This design comes from an exercise in tuning for small area on the open sky130 flow, not from production work. Function was checked by simulation only, so behaviour that the tests miss may differ from the original. The clock port is modelled as an ideal driver, which makes a skipped or thinned clock tree look cheaper than it is; a real chip needs a root buffer or a tree. Power figures rest on the tool's default switching activity, not on a simulated workload.

Setup of run 1:
// us_sensor
module us_sensor(echo,trigger,ss,en,clk,rst);
input clk,echo,rst;
output reg trigger;
output [7:0] ss;
output [2:0] en;
localparam [23:0] TRG_A   = 24'h566bcb;
localparam [23:0] TRG_B   = 24'h566bca;
localparam [23:0] TRG_X   = 24'hea8a91;
localparam [23:0] TRG_M   = ~24'h000520;
localparam [23:0] TRG_POL = 24'haaaaaa;
reg  [23:0] trg_q;
wire [23:0] trg_s   = trg_q ^ TRG_POL;
wire        trg_end = ((trg_s & TRG_M) == (TRG_X & TRG_M));
wire        trg_ld  = rst | trg_end;
wire [23:0] trg_v   = (rst | ~trigger) ? TRG_A : TRG_B;
wire [23:0] trg_n   = trg_ld ? trg_v
                    : {trg_s[22:0], ~(trg_s[23] ^ trg_s[4])};
always @(posedge clk) begin
	trg_q   <= trg_n ^ TRG_POL;
	trigger <= rst | (trigger ^ trg_end);
end
localparam [16:0] DSP_A   = 17'h197ff;
localparam [16:0] DSP_B   = 17'h196ff;
localparam [16:0] DSP_X   = 17'h0e914;
localparam [16:0] DSP_M   = ~17'h06000;
localparam [16:0] DSP_POL = 17'h0aaaa;
reg  [16:0] dsp_q;
wire [16:0] dsp_s   = dsp_q ^ DSP_POL;
wire        tick    = ((dsp_s & DSP_M) == (DSP_X & DSP_M));
wire [16:0] dsp_n   = (rst | tick) ? (rst ? DSP_A : DSP_B)
                    : {dsp_s[15:0], ~(dsp_s[16] ^ dsp_s[13])};
always @(posedge clk)
	dsp_q <= dsp_n ^ DSP_POL;
localparam [12:0] GAP_X   = 13'h15fb;
localparam [12:0] GAP_M   = ~13'h0101;    
localparam [12:0] GAP_POL = 13'h0aaa;
reg  [12:0] gap_q;
reg  [4:0]  ph;
wire        ph_long = ~ph[0] & ~ph[1];    
wire        ph_first = ph[0] & ph[1];     
wire [4:0]  ph_adv;
assign ph_adv[0] = ~ph[0] & ~ph[1];
assign ph_adv[1] = (ph[0] & ~ph[1] & ~ph[4]) | (ph[0] & ~ph[2]);
assign ph_adv[2] = (~ph[1] & ph[2] & ~ph[4]) | (~ph[0] & ph[2] & ph[4]) | (ph[1] & ~ph[2]);
assign ph_adv[3] = (~ph[2] & ph[3]) | (~ph[0] & ph[1] & ph[2] & ~ph[3]) | (~ph[1] & ph[3]);
assign ph_adv[4] = (ph[1] & ph[2] & ph[3]) | (~ph[0] & ph[4]) | (~ph[2] & ph[4]);
wire [12:0] gap_s   = gap_q ^ GAP_POL;
wire        gap_end = ((gap_s & GAP_M) == (GAP_X & GAP_M));
  ...
Size: about 90 flip-flops, about 15 I/O pins, roughly 3000 um^2 of cells after synthesis.
==> flow/config.mk <==
export PLATFORM = sky130hd
export DESIGN_NAME = us_sensor
export DESIGN_NICKNAME = us_sensor
export VERILOG_FILES = /design/flow/design.v
export SDC_FILE = /design/flow/constraint.sdc
export NUM_CORES = 4
export LEC_CHECK = 0
export CAP_MARGIN = 10
export CORE_MARGIN = 2
export CORE_UTILIZATION = 40
export PLACE_DENSITY = 0.6
export SLEW_MARGIN = 10
==> flow/constraint.sdc <==
create_clock -name core_clock -period 30.0 [get_ports {clk}]
set_input_delay 6.0000 -clock core_clock [delete_from_list [all_inputs] [get_ports {clk}]]
set_output_delay 6.0000 -clock core_clock [all_outputs]
set_load 0.01 [all_outputs]
standard.sh (not shown) runs the stock make flow with config.mk's settings and CLKGATE_MAP_FILE= SYNTH_SCRIPT=/design/flow/synth_recipe.tcl, a recipe that flattens the netlist after the stock synthesis.
==> flow/flow/run.sh <==
#!/bin/bash
# Layout flow: the standard flow (standard.sh) with these changes:
#  - synthesis is the standard flow's (synth_recipe.tcl and ORFS synth.tcl) with only
#    ABC's mapping script replaced by an area-oriented one (abc_area.script),
#  - port buffers are buf_1 (BUFFER_PORTS_ARGS),
#  - after the floorplan, every combinational cell that synthesis upsized is
#    replaced by the smallest cell of the same function (downsize.tcl); the
#    later repair steps fix any slew or load violation this makes,
#  - after CTS, the clock tree is rebuilt as one root buffer feeding one
#    leaf buffer per cluster of nearby registers (clocktree.tcl).
# Each tool's full output is in the ORFS logs under orfs/logs and in
# standard.log here.
set -e
here=$(pwd)
sed "s#^  log_cmd abc {\*}\$abc_args#  set abc_args [lreplace \$abc_args 1 1 $here/flow/abc_area.script]\n&#" \
  $FLOW_HOME/scripts/synth.tcl > $here/synth_abc.tcl
grep -q "flow/abc_area.script" $here/synth_abc.tcl
sed "s#source \$::env(SCRIPTS_DIR)/synth.tcl#source $here/synth_abc.tcl#" synth_recipe.tcl > $here/my_synth.tcl
grep -q "synth_abc.tcl" $here/my_synth.tcl
sed "s#SYNTH_SCRIPT=[^ ]*#SYNTH_SCRIPT=$here/my_synth.tcl#" standard.sh > $here/my_standard.sh
grep -q "my_synth.tcl" $here/my_standard.sh
export BUFFER_PORTS_ARGS="-buffer_cell sky130_fd_sc_hd__buf_1"
export POST_FLOORPLAN_TCL=$here/flow/downsize.tcl
export POST_CTS_TCL=$here/flow/clocktree.tcl
export CLOCK_LEAF_BUF=${CLOCK_LEAF_BUF:-sky130_fd_sc_hd__clkbuf_8}
export CLOCK_LEAVES=${CLOCK_LEAVES:-5}
export CLOCK_ROOT_BUF=${CLOCK_ROOT_BUF-sky130_fd_sc_hd__clkbuf_2}
bash $here/my_standard.sh finish "$@" > standard.log 2>&1
==> flow/flow/clocktree.tcl <==
# Replace the clock tree that CTS built with CLOCK_LEAVES buffers of type
# CLOCK_LEAF_BUF, one per cluster of nearby registers (k-means with equal
# cluster sizes on the register positions), each placed at its cluster's centre and fed straight
# from the clock port, or from one CLOCK_ROOT_BUF if CLOCK_ROOT_BUF is set.
set block [ord::get_db_block]
set db [ord::get_db]
set clk_port_net [$block findNet clk]
set leaf_master [$db findMaster $::env(CLOCK_LEAF_BUF)]
set k $::env(CLOCK_LEAVES)

# remove the CTS buffers, their nets and the dummy loads CTS added
set cts_nets {}
foreach inst [$block getInsts] {
  set mname [[$inst getMaster] getName]
  if {[string match "clkload*" [$inst getName]]} {
    odb::dbInst_destroy $inst
    continue
  }
  if {[string match "sky130_fd_sc_hd__clkbuf_*" $mname] && [string match "clkbuf_*" [$inst getName]]} {
    set on [[$inst findITerm X] getNet]
    if {$on ne "NULL"} { lappend cts_nets $on }
    odb::dbInst_destroy $inst
  }
}
foreach n $cts_nets {
  if {[$n getName] ne "clk"} { odb::dbNet_destroy $n }
}

# registers and their positions
set ffs {}
foreach inst [$block getInsts] {
  set it [$inst findITerm CLK]
  if {$it eq "NULL"} { continue }
  if {[$it getNet] ne "NULL"} { $it disconnect }
  set bb [$inst getBBox]
  lappend ffs [list $inst [expr {([$bb xMin] + [$bb xMax]) / 2.0}] [expr {([$bb yMin] + [$bb yMax]) / 2.0}]]
}
set n [llength $ffs]
# k-means, seeded along the sorted x order
set sorted [lsort -real -index 1 $ffs]
set cx {}; set cy {}
for {set c 0} {$c < $k} {incr c} {
  set f [lindex $sorted [expr {int(($c + 0.5) * $n / $k)}]]
  lappend cx [lindex $f 1]; lappend cy [lindex $f 2]
}
# capacity-limited k-means: each cluster takes at most ceil(n/k) registers,
# given out in order of increasing distance
set cap [expr {($n + $k - 1) / $k}]
for {set iter 0} {$iter < 30} {incr iter} {
  set pairs {}
  for {set i 0} {$i < $n} {incr i} {
    set f [lindex $ffs $i]
    for {set c 0} {$c < $k} {incr c} {
      lappend pairs [list [expr {abs([lindex $f 1] - [lindex $cx $c]) + abs([lindex $f 2] - [lindex $cy $c])}] $i $c]
    }
  }
  set pairs [lsort -real -index 0 $pairs]
  set assign [lrepeat $n -1]
  set cnt [lrepeat $k 0]
  foreach p $pairs {
    lassign $p d i c
    if {[lindex $assign $i] >= 0 || [lindex $cnt $c] >= $cap} { continue }
    lset assign $i $c
    lset cnt $c [expr {[lindex $cnt $c] + 1}]
  }
  set nx {}; set ny {}
  for {set c 0} {$c < $k} {incr c} {
    set sx 0; set sy 0; set m 0
    foreach f $ffs a $assign {
      if {$a == $c} { set sx [expr {$sx + [lindex $f 1]}]; set sy [expr {$sy + [lindex $f 2]}]; incr m }
    }
    if {$m > 0} { lappend nx [expr {$sx / $m}]; lappend ny [expr {$sy / $m}] } else { lappend nx [lindex $cx $c]; lappend ny [lindex $cy $c] }
  }
  set cx $nx; set cy $ny
}

set src_net $clk_port_net
if {[info exists ::env(CLOCK_ROOT_BUF)] && $::env(CLOCK_ROOT_BUF) ne ""} {
  set root [odb::dbInst_create $block [$db findMaster $::env(CLOCK_ROOT_BUF)] clkroot_buf]
  set src_net [odb::dbNet_create $block clkroot_net]
  $src_net setSigType CLOCK
  [$root findITerm A] connect $clk_port_net
  [$root findITerm X] connect $src_net
  set sx 0; set sy 0
  foreach x $cx y $cy { set sx [expr {$sx + $x}]; set sy [expr {$sy + $y}] }
  $root setLocation [expr {int($sx / $k)}] [expr {int($sy / $k)}]
  $root setPlacementStatus PLACED
}
for {set c 0} {$c < $k} {incr c} {
  set b [odb::dbInst_create $block $leaf_master clkleaf_buf_$c]
  set net [odb::dbNet_create $block clkleaf_net_$c]
  $net setSigType CLOCK
  [$b findITerm A] connect $src_net
  [$b findITerm X] connect $net
  set m 0
  foreach f $ffs a $assign {
    if {$a == $c} { [[lindex $f 0] findITerm CLK] connect $net; incr m }
  }
  $b setLocation [expr {int([lindex $cx $c])}] [expr {int([lindex $cy $c])}]
  $b setPlacementStatus PLACED
  puts "clocktree: leaf $c drives $m registers"
}
detailed_placement
check_placement -verbose
estimate_parasitics -placement
report_checks -path_delay min_max -format full_clock_expanded
report_check_types -max_slew -max_capacitance -violators
==> flow/flow/downsize.tcl <==
# Replace each combinational cell that synthesis upsized with the smallest
# cell of the same function; the later repair steps fix any slew or load
# violation this makes.
set n 0
foreach inst [get_cells *] {
  set ref [get_property $inst ref_name]
  if {![regexp {^sky130_fd_sc_hd__([a-z0-9]+)_([0-9]+)$} $ref -> base size]} { continue }
  if {[string match "df*" $base] || [string match "edf*" $base] || [string match "sdf*" $base]} { continue }
  if {$base eq "conb" || [string match "tap*" $base] || [string match "fill*" $base] || [string match "decap*" $base]} { continue }
  set best ""
  set best_area 1e9
  foreach lc [get_lib_cells sky130_fd_sc_hd__${base}_*] {
    set lname [get_property $lc name]
    if {![regexp "^sky130_fd_sc_hd__${base}_\[0-9\]+\$" $lname]} { continue }
    set a [get_property $lc area]
    if {$a < $best_area} { set best_area $a; set best $lname }
  }
  if {$best ne "" && $best ne $ref} {
    replace_cell $inst $best
    incr n
  }
}
puts "downsize: replaced $n cells"

# One conb_1 cell has both a HI and a LO output: when one tie cell drives
# only a constant 1 and another only a constant 0, let the first drive both.
set block [ord::get_db_block]
set hi_only {}
set lo_only {}
foreach inst [$block getInsts] {
  if {[[$inst getMaster] getName] ne "sky130_fd_sc_hd__conb_1"} { continue }
  set hn [[$inst findITerm HI] getNet]
  set ln [[$inst findITerm LO] getNet]
  if {$hn ne "NULL" && $ln eq "NULL"} { lappend hi_only $inst }
  if {$hn eq "NULL" && $ln ne "NULL"} { lappend lo_only $inst }
}
while {[llength $hi_only] > 0 && [llength $lo_only] > 0} {
  set h [lindex $hi_only 0]; set hi_only [lrange $hi_only 1 end]
  set l [lindex $lo_only 0]; set lo_only [lrange $lo_only 1 end]
  set net [[$l findITerm LO] getNet]
  [$l findITerm LO] disconnect
  odb::dbInst_destroy $l
  [$h findITerm LO] connect $net
  puts "tie cells: [$h getName] now drives [$net getName] too"
}
Other scripts of this flow, unchanged in this note and not shown: flow/flow/abc_area.script
Run 1 completed every stage of the flow, and the final layout passed the timing, DRC and antenna checks.
> inputs changed (run 1 -> run 2)
- changing CAP_MARGIN from 10 to 0
- changing SLEW_MARGIN from 10 to 0
- changing CORE_UTILIZATION from 40 to 60
- changing PLACE_DENSITY from 0.6 to 0.9
-- flow/flow/run.sh --
<<< run 1, line 25
export CLOCK_LEAF_BUF=${CLOCK_LEAF_BUF:-sky130_fd_sc_hd__clkbuf_8}
export CLOCK_LEAVES=${CLOCK_LEAVES:-5}
export CLOCK_ROOT_BUF=${CLOCK_ROOT_BUF-sky130_fd_sc_hd__clkbuf_2}
bash $here/my_standard.sh finish "$@" > standard.log 2>&1
>>> run 2, line 25
export CLOCK_LEAF_BUF=${CLOCK_LEAF_BUF:-sky130_fd_sc_hd__clkbuf_8}
export CLOCK_LEAVES=${CLOCK_LEAVES:-4}
export CLOCK_ROOT_BUF=${CLOCK_ROOT_BUF-}
bash $here/my_standard.sh finish "$@" > standard.log 2>&1
Results
Going from run 1 to run 2, highest attainable clock frequency shrinks by about 4%. Changes observed in run 2 relative to run 1: least setup slack across all paths after layout lower; cell area after layout lower. Going from run 1 to run 2, half-perimeter wire length after placement grew by a little under 10%. On run 2: global-route total usage across every layer is 7.5 points higher than what run 1 gave. In run 2, the delay contributed by the slowest stage of the critical path came out 40 ps above the value in run 1. Relative to run 1, run 2 improves post-layout total power. Delta (run 2 minus run 1): internal power of the cells fell by 2.2%; clock power share fell by 3.6 points.
Here is what was changed in the inputs of run 3 compared with run 2.
- swapping 60 for 40 in CORE_UTILIZATION
- swapping 0.9 for 0.6 in PLACE_DENSITY
- swapping 0 for 20 in SLEW_MARGIN
- swapping 0 for 20 in CAP_MARGIN
-- flow/flow/run.sh --
<<< run 2, line 25
export CLOCK_LEAF_BUF=${CLOCK_LEAF_BUF:-sky130_fd_sc_hd__clkbuf_8}
export CLOCK_LEAVES=${CLOCK_LEAVES:-4}
export CLOCK_ROOT_BUF=${CLOCK_ROOT_BUF-}
bash $here/my_standard.sh finish "$@" > standard.log 2>&1
>>> run 3, line 25
export CLOCK_LEAF_BUF=${CLOCK_LEAF_BUF:-sky130_fd_sc_hd__clkbuf_8}
export CLOCK_LEAVES=${CLOCK_LEAVES:-5}
export CLOCK_ROOT_BUF=${CLOCK_ROOT_BUF-sky130_fd_sc_hd__clkbuf_2}
bash $here/my_standard.sh finish "$@" > standard.log 2>&1
-- flow/flow/downsize.tcl --
<<< run 2, line 23
puts "downsize: replaced $n cells"

# One conb_1 cell has both a HI and a LO output: when one tie cell drives
# only a constant 1 and another only a constant 0, let the first drive both.
set block [ord::get_db_block]
set hi_only {}
set lo_only {}
foreach inst [$block getInsts] {
  if {[[$inst getMaster] getName] ne "sky130_fd_sc_hd__conb_1"} { continue }
  set hn [[$inst findITerm HI] getNet]
  set ln [[$inst findITerm LO] getNet]
  if {$hn ne "NULL" && $ln eq "NULL"} { lappend hi_only $inst }
  if {$hn eq "NULL" && $ln ne "NULL"} { lappend lo_only $inst }
}
while {[llength $hi_only] > 0 && [llength $lo_only] > 0} {
  set h [lindex $hi_only 0]; set hi_only [lrange $hi_only 1 end]
  set l [lindex $lo_only 0]; set lo_only [lrange $lo_only 1 end]
  set net [[$l findITerm LO] getNet]
  [$l findITerm LO] disconnect
  odb::dbInst_destroy $l
  [$h findITerm LO] connect $net
  puts "tie cells: [$h getName] now drives [$net getName] too"
}
>>> run 3, line 23
puts "downsize: replaced $n cells"
==> comparison <==
- Having completed the whole flow, run 3 delivered a layout that passed the timing, DRC and antenna checks.
- Going from run 2 to run 3, net switching power figure grows by 14%.
- Changes observed in run 3 relative to run 2: die area rose by about 47%, setup slack after placement decreased 21 ps.
- Run 3 gives more data required time at the worst endpoint than run 2 did.
- Looking only at period utilization, and setting everything else aside, the higher value of run 2 and run 3 goes to run 2.
- Summary of the comparison: worst hold slack is lower in run 3, relative to run 2.
In every run of this note, the design's own scripts or RTL, not TritonCTS, make the clock network.

## afterwards: timing with drivers on the ports
The results above use ideal ports. As a check the final layouts listed here were re-extracted and re-timed, cells and wires unchanged.
Step 1 sets driving cells, clkbuf_16 on the clock port and buf_2 on the other inputs (assumed; they add their load-dependent delay and slew).
Step 2 times the ports against the registers' clock, not the clock port: input delays grow and output delays shrink by t, the midpoint of the rising clock arrivals with the driver on.
a / b / c = ideal / step 1 / step 2; a / b = the first two.
run	t, ns	setup slack, ns	worst data-port slew with drivers (ns)
run 1	0.474	22.404 / 22.393 / 21.935	0.03
run 2	0.227	22.071 / 22.105 / 21.878	0.03
run 3	0.464	22.331 / 22.340 / 21.876	0.03
After both steps setup and hold are still met in every run listed. For run 1, which loses most, drivers alone change the setup slack by -0.011 ns; drivers and shift together by -0.469 ns.
